Background: an optimization exercise with open tools, aiming at small area and a short achievable clock period. Do not read the settings as production practice. The RTL was checked by simulation tests, not by an equivalence proof against the original design. Power and IR drop assume default switching activity.

==> flow/design.v, too long to show whole: its modules and the start of the top module <==
// module alu_core: 1062 lines
// module new_alu: 25 lines
module new_alu(i_op, i_arg_A, i_arg_B, i_clk, i_reset, o_result, o_status, o_op_rdy, o_alu_error);
  // ...
==> flow/flow/run.sh <==
#!/bin/bash
# The standard layout, with two changes:
# - Yosys's full/half-adder cell extraction off (ADDER_MAP_FILE empty), so that
#   ABC maps the adders' logic together with the rest;
# - repair_timing aims at 9 ns of setup slack (SETUP_SLACK_MARGIN), i.e. it
#   keeps sizing and buffering until the paths fit in 18 - 9 ns.
set -euo pipefail
bash standard.sh ADDER_MAP_FILE= SETUP_SLACK_MARGIN=9 finish > standard.log 2>&1
==> flow/standard.sh <==
#!/bin/bash
# synth_recipe.tcl (not shown) runs the flow's synth.tcl, then flattens the netlist and writes it again
# the make line also repeats each setting of config.mk as NAME=value (left out here)
make -C /OpenROAD-flow-scripts/flow DESIGN_CONFIG=/design/flow/config.mk WORK_HOME=/design/flow/orfs CLKGATE_MAP_FILE= SYNTH_SCRIPT=/design/flow/synth_recipe.tcl "${@:-finish}"
==> flow/config.mk <==
export PLATFORM = sky130hd
export DESIGN_NAME = new_alu
export DESIGN_NICKNAME = new_alu
export VERILOG_FILES = /design/flow/design.v
export SDC_FILE = /design/flow/constraint.sdc
export NUM_CORES = 4
export LEC_CHECK = 0
export ABC_AREA = 1
export CAP_MARGIN = 20
export CORE_MARGIN = 2
export CORE_UTILIZATION = 40
export SLEW_MARGIN = 20
==> flow/constraint.sdc <==
create_clock -name core_clock -period 18.0 [get_ports {i_clk}]
set_input_delay 3.6000 -clock core_clock [delete_from_list [all_inputs] [get_ports {i_clk}]]
set_output_delay 3.6000 -clock core_clock [all_outputs]
set_load 0.01 [all_outputs]
==> summary.txt, run 1 <==
Max-Slew Margin vs Limit=47.2%; Hold Crit Start=i_op[2]; Core Area=0.0102 mm²; Routed WL per cell=16.1 µm; share of cells above drive strength 1=23.9%; M2 GR Usage=48.8%; vias in the first global route=5144; placed insts=975; post-synthesis cell area=0.00416 mm²; DR WL met3=786 µm; Seq cells=12; Critical Path Start=i_arg_B[1]; PwrDens=44.9 mW/mm²; area of the multi-input gates=0.00380 mm²; gr ovfl total=0; largest net degree at the start of global routing=23; run status=no timing/DRC/antenna violations; register bit count reported by yosys=12; Non-Filler Instances=1024; clock buffers=3; Tmin final=8.58 ns; Hold Crit Class=input port to flip-flop; setup_tns=0 ns; routed length on met1=7260 µm; Comb power=0.000189 W; crit path kind=input port to flip-flop; Via density=5.53; most frequent cells in the layout=nand2_1, inv_1, nand3_1; endpoint type of the worst setup path=flip-flop; Fin. Hold Viols=0; final setup fails=0; peak supply drop=0.0426 mV; Post-Synth XOR/XNOR Area=6.53%; Crit path max-delay family=simple AND/OR/NAND/NOR gates; multi-input gates=672; clock sinks=12
==> run 2: changes to the inputs <==
==> flow/flow/run.sh (replaced) <==
#!/bin/bash
# The standard layout (standard.sh), with these changes:
# - Yosys's full/half-adder cell extraction off (ADDER_MAP_FILE empty), so that
#   ABC maps the adders' logic together with the rest;
# - the port buffers are sky130_fd_sc_hd__buf_2 cells;
# - repair_timing aims at 9 ns of setup slack (SETUP_SLACK_MARGIN).
set -euo pipefail
bash standard.sh ADDER_MAP_FILE= "BUFFER_PORTS_ARGS=-buffer_cell sky130_fd_sc_hd__buf_2" SETUP_SLACK_MARGIN=9 finish > standard.log 2>&1
--- a/flow/config.mk
+++ b/flow/config.mk
@@ -9,4 +9,4 @@
 export CAP_MARGIN = 20
 export CORE_MARGIN = 2
-export CORE_UTILIZATION = 40
+export CORE_UTILIZATION = 70
 export SLEW_MARGIN = 20
==> run 2 against run 1 <==
Net effect:
- count of clock-buffer cells in the layout unchanged
- sequential cell count stayed put
- sequential power hardly changed
- combinational power fell by 3%
- critical path depth rose by 1
- critical path type unchanged
- power is 1.0% lower
==> summary.txt, run 2 <==
run status=no timing/DRC/antenna violations; DRC viols=0; Levels on crit path=51; slowest stage cell, crit path=clkbuf_4; RSZ-0062 raised after global routing=no; syn_area_per_cell=5.09 µm²; post-synthesis cell area=0.00416 mm² (unchanged); Post-synth EDFFs=0; Crit path max-delay family=simple AND/OR/NAND/NOR gates; H-tree levels=1; Final Cycle Share=50.6%; Peak Freq=110 MHz; CP most frequent cell=nand2_1; Setup crit start kind=input port; syn nets=838; PortBufs=35; most common cell in the netlist=nand2_1; endpoint type of the worst setup path=flip-flop; Die ar.=0.00657 mm²; routability cong.=1.06; Via density=6.62 (+20%); # diodes=0; DRT iter0 DRCs=1041; Tmin final=9.11 ns (+0.525 ns); Post-Route WL=16600 µm; CP max FO=22; setup_tns=0 ns (unchanged); Synth Area in Adders=0%; Post-Synth XOR/XNOR Area=6.53% (unchanged); Critical Path AT=9.28 ns; router iterations before antenna repair=8; Post-synth top flop=dfxtp_1; share of cells above drive strength 1=23.3% (-0.61 points); Syn. warnings=1; floorplan row count=28; Synth top area share=24.2%; Largest regs=o_result x8, o_status x4; multiplexer share of the synthesized area=0.241%; CTS tree=built; # hold bufs at CTS=0; die height=81.0 µm; register bit count reported by yosys=12 (unchanged); final setup fails=0 (unchanged); crit path kind=input port to flip-flop; Worst Path Required=18.18 ns; Hold Crit Class=input port to flip-flop; most frequent cells in the layout=nand2_1, inv_1, nand3_1; max-cap check violation count=0; HPWL Detailed=11400 µm; top cells by area, synth=nand2_1, nand3_1, inv_1, dfxtp_1, nor2_1; Via Count=6303; Critical Path Start=i_arg_B[0]; initial core utilization=71.5%; # IOs=36; gr ovfl total=0 (unchanged); Cell variety after synth=50; Post-synth top cells=nand2_1, inv_1, nand3_1; Async S/R FF share, synth=0%; max reg flops=8; Worst Path Buf+Inv=6; Biggest register=o_result; Routed WL per cell=17.4 µm (+8.7%); Final #Nets=901; Reg clk slew, reported paths=0.06 ns; actual slew at the worst max-slew pin=0.724 ns; Layout area overhead=20.2%; number of buffers created by CTS=3; Hold Path Cell Cnt=2; Bufs on Longest Clock Path=2; Root Driver=clkbuf_8; leading area contributor after synthesis=nand2_1; peak supply drop=0.0743 mV (+74%); initial antenna violation count=0; vias in the first global route=4941 (-3.9%); PwrDens=48.1 mW/mm² (+7.1%); clock sinks=12 (unchanged); Core Util, Final=85.9%; first-pass GRT wire length=22700 µm; Seq/Total Area, Yosys=5.78%; Pleak=2.66 nW; largest net degree at the start of global routing=23 (unchanged); Fin. Hold Viols=0 (unchanged); gr usage total=43.2%; largest family of logic cells by synthesized area=simple AND/OR/NAND/NOR gates; Antenna Nets Post-Route=0; chip width=81.0 µm; Slew Limit Fails=0; slowest stage delay, CP=0.30 ns; Max-Slew Margin vs Limit=51.6% (+4.3 points); Post-Synthesis Cells=816; commonest non-fill, non-tap cell in the layout=nand2_1; Core Area=0.00582 mm² (-43%); Synth Area in Simple Gates=57.3%; complex-gate fraction of the synthesized area=17.9%; Hold Crit Start=i_reset
-- run 2: power breakdown --
group / switching (W) / internal [W] / leakage, nW
clock network: 0.0000106 / 0.0000148 / 0.0216
registers: 0.000000769 / 0.0000296 / 0.0983
logic: 0.000125 / 0.0000591 / 2.54
-- run 2: logic make-up after synthesis --
kind of cell / after synthesis
buffers and inverters: 132
multiplexers: 1
AND/OR/NAND/NOR: 520
AO/OA/AOI/OAI: 120
flip-flops: 12
XOR/XNOR: 31
-- run 2: area by class of cell --
| class | count | area [µm²] |
|---|---|---|
| Multi-Input combinational cell | 672 | 3700 |
| Fill cell | 386 | 822 |
| Inverter | 120 | 467 |
| Timing Repair Buffer | 70 | 448 |
| Sequential cell | 12 | 240 |
| Tap cell | 75 | 93.8 |
| Clock buffer | 3 | 41.3 |
-- run 2: layer usage --
layer	vias to the layer above	GRT usage, %	wire [µm]
met5	-	0	0
li1	2791	-	-
met2	632	68.3	7170
met4	0	25.9	1460
met1	2671	54.2	5680
met3	209	8.00	2300
-- run 2: what timing repair did --
action / 4_1_cts / 5_1_grt
endpoints found under the setup margin: 0 / 4
gates resized for setup: 0 / 84
buffers inserted: 0 / 35
-- run 2: path summary, 6_finish.rpt --
kind     endpoint  slack (ns)
max   o_status[1]        8.89
min   o_status[3]        3.58
-- run 2: through the flow --
step | hold slack (ns) | total power (W) | instances | setup WS [ns] | cell area, µm²
after CTS | 3.57 | 0.000208 | 917 | 9.06 | 4410
after detailed placement | 3.82 | 0.000183 | 914 | 8.83 | 4370
after global placement | 3.82 | 0.000178 | 914 | 8.99 | 4370
after floorplan | 3.72 | 0.000146 | 816 | 10.16 | 4160
after global routing | 3.60 | 0.000255 | 952 | 8.41 | 4990
final | 3.58 | 0.000240 | 952 | 8.89 | 4990
==> run 3: changes to the inputs <==
==> flow/flow/run.sh (replaced) <==
#!/bin/bash
# The standard layout (standard.sh), with these changes:
# - Yosys's full/half-adder cell extraction off (ADDER_MAP_FILE empty), so that
#   ABC maps the adders' logic together with the rest;
# - the port buffers are sky130_fd_sc_hd__buf_2 cells;
# - repair_timing aims at 0 ns of setup slack (SETUP_SLACK_MARGIN).
set -euo pipefail
bash standard.sh ADDER_MAP_FILE= "BUFFER_PORTS_ARGS=-buffer_cell sky130_fd_sc_hd__buf_2" SETUP_SLACK_MARGIN=0 finish > standard.log 2>&1
==> run 3 against run 2 <==
Net effect:
- sequential share of layout area up 0.64 points
- routed wire length fell by 16%
- worst hold slack improved by 0.0068 ns
- area after synthesis stayed put
- power decreased by 12%
- setup slack better by 0.0043 ns
- first-iteration DRC count is 39% lower
- global-route usage is the same
- sequential cell count unchanged
- critical path depth shrank 2
- die area stayed put
- via count fell by 11%
- still clean on timing, DRC and antenna
==> summary.txt, run 3 <==
vias in the first global route=4941 (unchanged); Slew Limit Fails=0 (unchanged); Worst Path Required=18.17 ns (about the same); Biggest register=o_result; # IOs=36 (unchanged); Synth Area in Simple Gates=57.3% (unchanged); # hold bufs at CTS=0 (unchanged); multiplexer share of the synthesized area=0.241% (unchanged); Non-Filler Instances=917 (-3.7%); Largest regs=o_result x8, o_status x4; crit path kind=input port to flip-flop; placed insts=914 (unchanged); Root Driver=clkbuf_8; Combinational Power Share=74.1% (-2.7 points); Hold Crit Start=i_reset; Hold Path Cell Cnt=2 (unchanged); Layout area overhead=6.08%; commonest non-fill, non-tap cell in the layout=nand2_1; syn nets=838 (unchanged); Via density=6.11 (-7.6%); Synth Area in Adders=0% (unchanged); CTS tree=built; Synth top area share=24.2% (unchanged); dpl cell area=0.00437 mm² (unchanged); switching pwr=0.000118 W (-14%); post-synthesis cell area=0.00416 mm² (unchanged); Syn. warnings=1 (unchanged); floorplan row count=28 (unchanged); gr ovfl total=0 (unchanged); PortBufs=35 (unchanged); most frequent cells in the layout=nand2_1, inv_1, nand3_1; max reg flops=8 (unchanged); first-pass GRT wire length=22700 µm (unchanged); Post-CTS Setup Bufs=0 (unchanged); complex-gate fraction of the synthesized area=17.9% (unchanged); gr usage total=43.2% (unchanged); Post-synth top flop=dfxtp_1; Max-Slew Margin vs Limit=50.6% (-0.97 points); Peak Freq=110 MHz (about the same); DRC viols=0 (unchanged); Post-CTS Resized=0 (unchanged); Async S/R FF share, synth=0% (unchanged); Post-Synth XOR/XNOR Area=6.53% (unchanged); largest family of logic cells by synthesized area=simple AND/OR/NAND/NOR gates; H-tree levels=1 (unchanged); Setup WS pre-CTS=8.83 ns (unchanged); worst setup margin=8.90 ns (+0.00431 ns); Reg clk slew, reported paths=0.05 ns (about the same); Setup crit start kind=input port; Fin. Hold Viols=0 (unchanged); HPWL Detailed=11400 µm (unchanged); register bit count reported by yosys=12 (unchanged); Bufs on Longest Clock Path=2 (unchanged); PwrDens=48.1 mW/mm² (about the same); number of buffers created by CTS=3 (unchanged); peak supply drop=0.0702 mV (-5.6%); Die ar.=0.00657 mm² (unchanged); setup_tns=0 ns (unchanged); Total Power Consumption=0.000212 W (-12%); endpoint type of the worst setup path=flip-flop; max-cap check violation count=0 (unchanged); die height=81.0 µm (unchanged); most common cell in the netlist=nand2_1; actual slew at the worst max-slew pin=0.739 ns (+0.0145 ns); CP max FO=22 (unchanged); Seq pwr share=14.3% (+1.7 points); largest net degree at the start of global routing=23 (unchanged); router iterations before antenna repair=8 (unchanged); syn_area_per_cell=5.09 µm² (unchanged); run status=no timing/DRC/antenna violations; WHS Endpoint=o_status[3]; Post-synth top cells=nand2_1, inv_1, nand3_1; Cell variety after synth=50 (unchanged); routability cong.=1.06 (unchanged); RSZ-0062 raised after global routing=no; initial antenna violation count=0 (unchanged); Pleak=2.44 nW (-8.1%); Routed WL per cell=15.2 µm (-13%); clock sinks=12 (unchanged); sw frac=55.6% (-1.2 points); final setup fails=0 (unchanged); Antenna Nets Post-Route=0 (unchanged); # diodes=0 (unchanged); share of cells above drive strength 1=14.0% (-9.2 points); slowest stage cell, crit path=nand2_1; slowest stage delay, CP=0.39 ns (+0.09 ns); Seq/Total Area, Yosys=5.78% (unchanged); Hold Crit Class=input port to flip-flop; Critical Path AT=9.28 ns (about the same); chip width=81.0 µm (unchanged); DRT iter0 DRCs=636 (-39%); Via Count=5607 (-11%); clock power share=11.6% (+1.0 points); Post-synth EDFFs=0 (unchanged); Final #Nets=866 (-3.9%); Final Cycle Share=50.6% (about the same); initial core utilization=71.5% (unchanged); Tmin final=9.10 ns (-0.00431 ns); top cells by area, synth=nand2_1, nand3_1, inv_1, dfxtp_1, nor2_1; internal power=0.0000941 W (-9.1%); final instance area=0.00441 mm² (-12%); Post-Synthesis Cells=816 (unchanged); Post-Route WL=13900 µm (-16%); Core Area=0.00582 mm² (unchanged); leading area contributor after synthesis=nand2_1; CP most frequent cell=nand2_1
[run 3: critical path, delay by kind of cell]
family / cells / cell delay, ns
and+or+nand+nor: 43 / 4.60
AOI/OAI and AO/OA: 2 / 0.41
buffers and inverters: 4 / 0.62
[run 3: worst max path at each step]
stage | to | slack, ns | startpoint | cells past startpoint
2_1_floorplan | o_status[1] | 10.16 | i_arg_A[7] | 45
3_3_place_gp | o_status[1] | 8.99 | i_arg_B[0] | 49
3_5_place_dp | o_status[1] | 8.83 | i_arg_B[0] | 49
4_1_cts | o_status[1] | 9.06 | i_arg_B[0] | 49
5_1_grt | o_status[1] | 8.29 | i_arg_B[0] | 52
6_report | o_status[1] | 8.90 | i_arg_B[0] | 49
[run 3: kinds of logic (layout without fill, tap and decap cells)]
group | after synthesis | after routing
AOI/OAI and AO/OA | 120 | 120
muxes | 1 | 1
DFF | 12 | 12
xor gates and xnor gates | 31 | 31
and+or+nand+nor | 520 | 520
buffers and inverters | 132 | 158
[run 3: cell type report]
type                       count  area, µm²
timing repair buffer          35        175
clock buffer                   3       41.3
fill                         501       1410
multi-input combinational    672       3410
sequential                    12        240
tap                           75       93.8
inverter                     120        450
[run 3: power groups by stage]
stage / Clock [W] / Combinational [W] / Sequential [W]
after floorplan: 0 / 0.000114 / 0.0000325
after detailed placement: 0 / 0.000152 / 0.0000309
after CTS: 0.0000250 / 0.000152 / 0.0000303
final: 0.0000246 / 0.000157 / 0.0000303
after global routing: 0.0000261 / 0.000176 / 0.0000306
after global placement: 0 / 0.000148 / 0.0000306
[run 3: layer usage]
| layer | vias up | part of all wire [%] | global-route usage (%) |
|---|---|---|---|
| li1 | 2719 | - | - |
| met1 | 2412 | 39 | 54.2 |
| met4 | 0 | 5.5 | 25.9 |
| met5 | - | 0 | 0 |
| met2 | 399 | 45 | 68.3 |
| met3 | 77 | 11 | 8.00 |
[run 3: stage by stage]
stage                     utilization [%]  hold slack [ns]
after global placement               75.1             3.82
after global routing                 75.8             3.60
final                                75.8             3.59
after detailed placement             75.1             3.82
after floorplan                         -             3.72
after CTS                            75.8             3.57
==> run 4: changes to the inputs <==
==> flow/flow/run.sh (replaced) <==
#!/bin/bash
# The standard layout (standard.sh), with these changes:
# - Yosys's full/half-adder cell extraction off (ADDER_MAP_FILE empty), so that
#   ABC maps the adders' logic together with the rest;
# - the port buffers are sky130_fd_sc_hd__buf_2 cells;
# - extra make settings: RECOVER_POWER=100 SETUP_SLACK_MARGIN=8.5
set -euo pipefail
bash standard.sh ADDER_MAP_FILE= "BUFFER_PORTS_ARGS=-buffer_cell sky130_fd_sc_hd__buf_2" RECOVER_POWER=100 SETUP_SLACK_MARGIN=8.5 finish > standard.log 2>&1
==> run 4 against run 3 <==
Net effect:
- first-iteration DRC count shrank 9.9%
- count of clock-buffer cells in the layout is the same
- cell count unchanged
- sequential power about the same
- non-clock buffer count unchanged
- die area unchanged
- routed wire length grew 0.68%
- via count grew 1.2%
- setup slack lost 0.58 ns
- core utilization down 0.69 points
- fmax shrank 6.0%
- cell area down 0.91%
- critical path type unchanged
==> summary.txt, run 4 <==
first-pass GRT wire length=22700 µm (unchanged); DRT iter0 DRCs=573 (-9.9%); Critical Path AT=9.85 ns (+0.57 ns); # hold bufs at CTS=0 (unchanged); syn nets=838 (unchanged); Antenna Nets Post-Route=0 (unchanged); top cells by area, synth=nand2_1, nand3_1, inv_1, dfxtp_1, nor2_1; Post-CTS Setup Bufs=0 (unchanged); share of cells above drive strength 1=11.3% (-2.7 points); placed insts=914 (unchanged); Post-synth EDFFs=0 (unchanged); register bit count reported by yosys=12 (unchanged); slowest stage delay, CP=0.38 ns (about the same); gr usage total=43.2% (unchanged); Post-Synth XOR/XNOR Area=6.53% (unchanged); Die ar.=0.00657 mm² (unchanged); setup_tns=0 ns (unchanged); Final #Nets=866 (unchanged); Largest regs=o_result x8, o_status x4; commonest non-fill, non-tap cell in the layout=nand2_1; Worst Path Buf+Inv=6 (+2); clock sinks=12 (unchanged); multiplexer share of the synthesized area=0.241% (unchanged); Hold Crit Start=i_reset; routability cong.=1.06 (unchanged); die height=81.0 µm (unchanged); most common cell in the netlist=nand2_1; RSZ-0062 raised after global routing=no; Slew Limit Fails=0 (unchanged); number of buffers created by CTS=3 (unchanged); gr ovfl total=0 (unchanged); endpoint type of the worst setup path=flip-flop; largest family of logic cells by synthesized area=simple AND/OR/NAND/NOR gates; floorplan row count=28 (unchanged); PortBufs=35 (unchanged); HPWL Detailed=11400 µm (unchanged); Hold Crit Class=input port to flip-flop; initial core utilization=71.5% (unchanged); max reg flops=8 (unchanged); post-synthesis cell area=0.00416 mm² (unchanged); run status=no timing/DRC/antenna violations; # diodes=0 (unchanged); Routed WL per cell=15.3 µm (+0.68%); most frequent cells in the layout=nand2_1, inv_1, nand3_1; Layout area overhead=5.12%; Worst Path Required=18.17 ns (about the same); Reg clk slew, reported paths=0.05 ns (about the same); chip width=81.0 µm (unchanged); final instance area=0.00437 mm² (-0.91%); router iterations before antenna repair=6 (-2); Post-synth top cells=nand2_1, inv_1, nand3_1; Peak Freq=103 MHz (-6.0%); Post-Synthesis Cells=816 (unchanged); Setup crit start kind=input port; Async S/R FF share, synth=0% (unchanged); Root Driver=clkbuf_8; # IOs=36 (unchanged); Final Cycle Share=53.8% (+3.2 points); Syn. warnings=1 (unchanged); dpl cell area=0.00437 mm² (unchanged); initial antenna violation count=0 (unchanged); Max-Slew Margin vs Limit=50.6% (about the same); Post-CTS Resized=0 (unchanged); hold_ws=3.58 ns (-0.00308 ns); actual slew at the worst max-slew pin=0.739 ns (+0.000165 ns); Non-Filler Instances=917 (unchanged); final setup fails=0 (unchanged); DRC viols=0 (unchanged); Via density=6.19 (+1.2%); CTS tree=built; syn_area_per_cell=5.09 µm² (unchanged); Post-synth top flop=dfxtp_1; Fin. Hold Viols=0 (unchanged); Synth Area in Adders=0% (unchanged); complex-gate fraction of the synthesized area=17.9% (unchanged); Seq/Total Area, Yosys=5.78% (unchanged); peak supply drop=0.0697 mV (-0.70%); PwrDens=48.2 mW/mm² (+0.15%); WHS Endpoint=o_status[3]; slowest stage cell, crit path=clkbuf_1; Synth top area share=24.2% (unchanged); Synth Area in Simple Gates=57.3% (unchanged); Via Count=5672 (+1.2%); Hold Path Cell Cnt=2 (unchanged); CP most frequent cell=nand2_1; Bufs on Longest Clock Path=2 (unchanged); Core Area=0.00582 mm² (unchanged); Post-Route WL=14000 µm (+0.68%); Tmin final=9.68 ns (+0.580 ns); H-tree levels=1 (unchanged); Pleak=2.38 nW (-2.3%); Critical Path Start=i_arg_A[7]; largest net degree at the start of global routing=23 (unchanged); Crit path max-delay family=simple AND/OR/NAND/NOR gates; Core Util, Final=75.1% (-0.69 points); max-cap check violation count=0 (unchanged); Cell variety after synth=50 (unchanged); leading area contributor after synthesis=nand2_1; crit path kind=input port to flip-flop; CP max FO=9 (-59%); Biggest register=o_result; vias in the first global route=4941 (unchanged)
[run 4: cell counts after synthesis]
No cell type changed its count.
[run 4: layout make-up]
cell class	instances	area [µm²]
Clock buffer	3	41.3
Fill cell	520	1450
Inverter	120	450
Multi-Input combinational cell	672	3380
Sequential cell	12	240
Tap cell	75	93.8
Timing Repair Buffer	35	159
[run 4: per-stage QoR]
| step | total power, W | setup slack, ns |
|---|---|---|
| final | 0.000210 | 8.32 |
| after global routing | 0.000230 | 7.72 |
| after CTS | 0.000208 | 9.06 |
| after detailed placement | 0.000183 | 8.83 |
| after global placement | 0.000178 | 8.99 |
| after floorplan | 0.000146 | 10.16 |
[run 4: layer usage]
metal	GRT usage, %	share of wire [%]	up-vias
met1	54.2	38	2417
met2	68.3	44	438
met3	8.00	12	95
met5	0	0	-
met4	25.9	6.1	0
li1	-	-	2722
[run 4: power by group]
| group | internal, W | switching, W | leakage (nW) |
|---|---|---|---|
| clock | 0.0000147 | 0.00000987 | 0.0216 |
| combinational | 0.0000484 | 0.000107 | 2.26 |
| sequential | 0.0000296 | 0.000000806 | 0.0983 |
[run 4: how the worst max path moves through the flow]
stage	endpoint	cells after the start	slack [ns]
final	o_status[1]	47	8.32
after global routing	o_status[1]	47	7.72
after CTS	o_status[1]	49	9.06
after detailed placement	o_status[1]	49	8.83
after global placement	o_status[1]	49	8.99
after floorplan	o_status[1]	45	10.16
[run 4: kinds of logic (layout without fill, tap and decap cells)]
logic type,count (synthesis),after routing
flops,12,12
simple gates,520,520
xor+xnor,31,31
compound gates,120,120
mux,1,1
buf+inv,132,158
==> run 5: changes to the inputs <==
==> flow/flow/run.sh (replaced) <==
#!/bin/bash
# The standard layout, with Yosys's full/half-adder cell extraction turned off
# (ADDER_MAP_FILE empty) so that ABC maps the adders' logic with the rest.
set -euo pipefail
bash standard.sh ADDER_MAP_FILE= finish > standard.log 2>&1
--- a/flow/config.mk
+++ b/flow/config.mk
@@ -9,4 +9,4 @@
 export CAP_MARGIN = 20
 export CORE_MARGIN = 2
-export CORE_UTILIZATION = 70
+export CORE_UTILIZATION = 40
 export SLEW_MARGIN = 20
==> run 5 against run 4 <==
Net effect:
- non-clock buffer count unchanged
- power rose by 3.4%
- sequential cell count unchanged
- cell count is 6.7% higher
- critical path depth increased by 1
- synthesized cell count unchanged
- cell area grew 6.7%
- fmax shrank 3.8%
- critical endpoint unchanged
- largest power group unchanged
==> summary.txt, run 5 <==
Post-CTS Setup Bufs=0 (unchanged); Hold Crit Start=i_reset; max reg flops=8 (unchanged); Syn. warnings=1 (unchanged); Post-Route WL=15400 µm (+9.8%); slowest stage cell, crit path=clkdlybuf4s50_1; worst setup margin=7.94 ns (-0.377 ns); Cell variety after synth=50 (unchanged); Synth Area in Simple Gates=57.3% (unchanged); Final #Nets=866 (unchanged); run status=no timing/DRC/antenna violations; DRT iter0 DRCs=377 (-34%); # hold bufs at CTS=0 (unchanged); post-synthesis cell area=0.00416 mm² (unchanged); Post-Synthesis Cells=816 (unchanged); Reg area=240 µm² (unchanged); Via density=5.48 (-11%); first-pass GRT wire length=25200 µm (+11%); leading area contributor after synthesis=nand2_1; clock sinks=12 (unchanged); CP max FO=22 (+13); Die ar.=0.0112 mm² (+71%); register bit count reported by yosys=12 (unchanged); Synth top area share=24.2% (unchanged); Post-Synth XOR/XNOR Area=6.53% (unchanged); setup_tns=0 ns (unchanged); Fin. Hold Viols=0 (unchanged); Setup crit start kind=input port; CTS tree=built; Slew Limit Fails=0 (unchanged); share of cells above drive strength 1=9.86% (-1.4 points); syn_area_per_cell=5.09 µm² (unchanged); Peak Freq=99.4 MHz (-3.8%); number of buffers created by CTS=3 (unchanged); Tmin final=10.06 ns (+0.377 ns); HPWL Detailed=12900 µm (+13%); actual slew at the worst max-slew pin=0.875 ns (+0.136 ns); DRC viols=0 (unchanged); CP most frequent cell=nand2_1; router iterations before antenna repair=6 (unchanged); initial antenna violation count=0 (unchanged); Largest regs=o_result x8, o_status x4; peak supply drop=0.0426 mV (-39%); RSZ-0062 raised after global routing=no; Routed WL per cell=15.7 µm (+3.0%); Core Area=0.0102 mm² (+75%); Setup WS pre-CTS=7.86 ns (-0.966 ns); complex-gate fraction of the synthesized area=17.9% (unchanged); vias in the first global route=5107 (+3.4%); syn nets=838 (unchanged); Max-Slew Margin vs Limit=41.5% (-9.1 points); PortBufs=35 (unchanged); Post-synth top flop=dfxtp_1; Reg clk slew, reported paths=0.05 ns (about the same); Final Cycle Share=55.9% (+2.1 points); multiplexer share of the synthesized area=0.241% (unchanged); Via Count=5362 (-5.5%); PwrDens=46.7 mW/mm² (-3.1%); Async S/R FF share, synth=0% (unchanged); gr ovfl total=0 (unchanged); Post-CTS Resized=0 (unchanged); # diodes=0 (unchanged); chip width=106 µm (+31%); max-cap check violation count=0 (unchanged); largest net degree at the start of global routing=23 (unchanged); Critical Path AT=10.23 ns (+0.38 ns); die height=106 µm (+31%); Seq/Total Area, Yosys=5.78% (unchanged); Synth Area in Adders=0% (unchanged); Worst Path Required=18.17 ns (about the same); Root Driver=clkbuf_8; Layout area overhead=12.1%; Biggest register=o_result; fill count=1157 (+120%); H-tree levels=1 (unchanged); # IOs=36 (unchanged); Pleak=2.42 nW (+1.5%); Antenna Nets Post-Route=0 (unchanged); floorplan row count=37 (+32%); Hold Path Cell Cnt=2 (unchanged); slowest stage delay, CP=0.86 ns (+0.48 ns); Post-synth EDFFs=0 (unchanged); most frequent cells in the layout=nand2_1, inv_1, nand3_1; gr usage total=27.5% (-16 points); endpoint type of the worst setup path=flip-flop; routability cong.=0.960 (-9.6%); Bufs on Longest Clock Path=2 (unchanged); Critical Path Start=i_arg_B[0]; area of the multi-input gates=0.00341 mm² (+0.70%); commonest non-fill, non-tap cell in the layout=nand2_1; most common cell in the netlist=nand2_1; Hold Crit Class=input port to flip-flop; top cells by area, synth=nand2_1, nand3_1, inv_1, dfxtp_1, nor2_1; final setup fails=0 (unchanged); crit path kind=input port to flip-flop; initial core utilization=40.8% (-31 points); largest family of logic cells by synthesized area=simple AND/OR/NAND/NOR gates; Post-synth top cells=nand2_1, inv_1, nand3_1
## run 5: logic make-up after synthesis
kind of cell | count (synthesis)
AO/OA/AOI/OAI | 120
XOR/XNOR | 31
buffers and inverters | 132
flip-flops | 12
multiplexers | 1
AND/OR/NAND/NOR | 520
## run 5: routing by layer
layer	wire length, µm	track usage, %
met4	422	7.71
met2	7200	47.8
met1	6860	35.8
met5	0	0
met3	893	3.43
## run 5: stage by stage
step | cell area (µm²) | utilization, % | std cells | power (W) | hold slack [ns]
6_report | 4660 | 45.7 | 978 | 0.000217 | 3.94
2_1_floorplan | 4160 | - | 816 | 0.000146 | 3.72
3_3_place_gp | 4620 | 45.3 | 975 | 0.000191 | 4.18
4_1_cts | 4660 | 45.7 | 978 | 0.000216 | 3.94
5_1_grt | 4660 | 45.7 | 978 | 0.000239 | 3.95
3_5_place_dp | 4620 | 45.3 | 975 | 0.000191 | 4.19
## run 5: layout make-up
type / count / area share, %
clock buffers: 3 / 0.886
inverters: 120 / 9.67
multi-input cells: 672 / 73.1
flip-flops and latches: 12 / 5.16
well taps: 136 / 3.65
repair buffers: 35 / 7.52
## run 5: report_power, final
part	internal, W	switching, W
clock	0.0000147	0.00000878
sequential	0.0000296	0.000000913
combinational	0.0000550	0.000108
total	0.0000993	0.000118
## run 5: worst paths after layout
| path | slack [ns] | endpoint |
|---|---|---|
| worst max-delay path | 7.94 | o_status[1] |
| worst min-delay path | 3.94 | o_status[3] |
## run 5: critical path, delay by kind of cell
kind                   cells  cell delay [ns]
AND/OR/NAND/NOR           42             5.06
buffers and inverters      4             1.14
AO/OA/AOI/OAI              2             0.41

[what the ideal ports hide]
In the flow no input, the clock included, has a driving cell. The finished layouts below were timed again as built, in two steps.
Step 1 (the two cells are an assumption about what drives the block):
set clk [get_ports {i_clk}]
set_driving_cell -lib_cell sky130_fd_sc_hd__clkbuf_16 $clk
set_driving_cell -lib_cell sky130_fd_sc_hd__buf_2 [delete_from_list [all_inputs] $clk]
Step 2 also shifts input and output timing later by t, the mid clock arrival at the registers, as if the neighbouring blocks saw the same clock.
a / b / c = ideal / step 1 / step 2; a / b = the first two.
run | shift t [ns] | setup slack, ns | worst hold slack (ns)
run 1 | 0.255 | 9.420 / 9.420 / 9.166 | 3.747 / 3.758 / 4.012
run 2 | 0.266 | 8.894 / 8.893 / 8.627 | 3.579 / 3.582 / 3.848
run 3 | 0.260 | 8.899 / 8.898 / 8.638 | 3.586 / 3.587 / 3.847
run 4 | 0.263 | 8.319 / 8.319 / 8.056 | 3.583 / 3.582 / 3.845
run 5 | 0.256 | 7.942 / 7.943 / 7.687 | 3.936 / 3.936 / 4.192
After both steps every run listed still meets setup and hold. The setup slack of run 2, which loses most, moves by -0.001 ns with the drivers and by -0.267 ns with both steps.
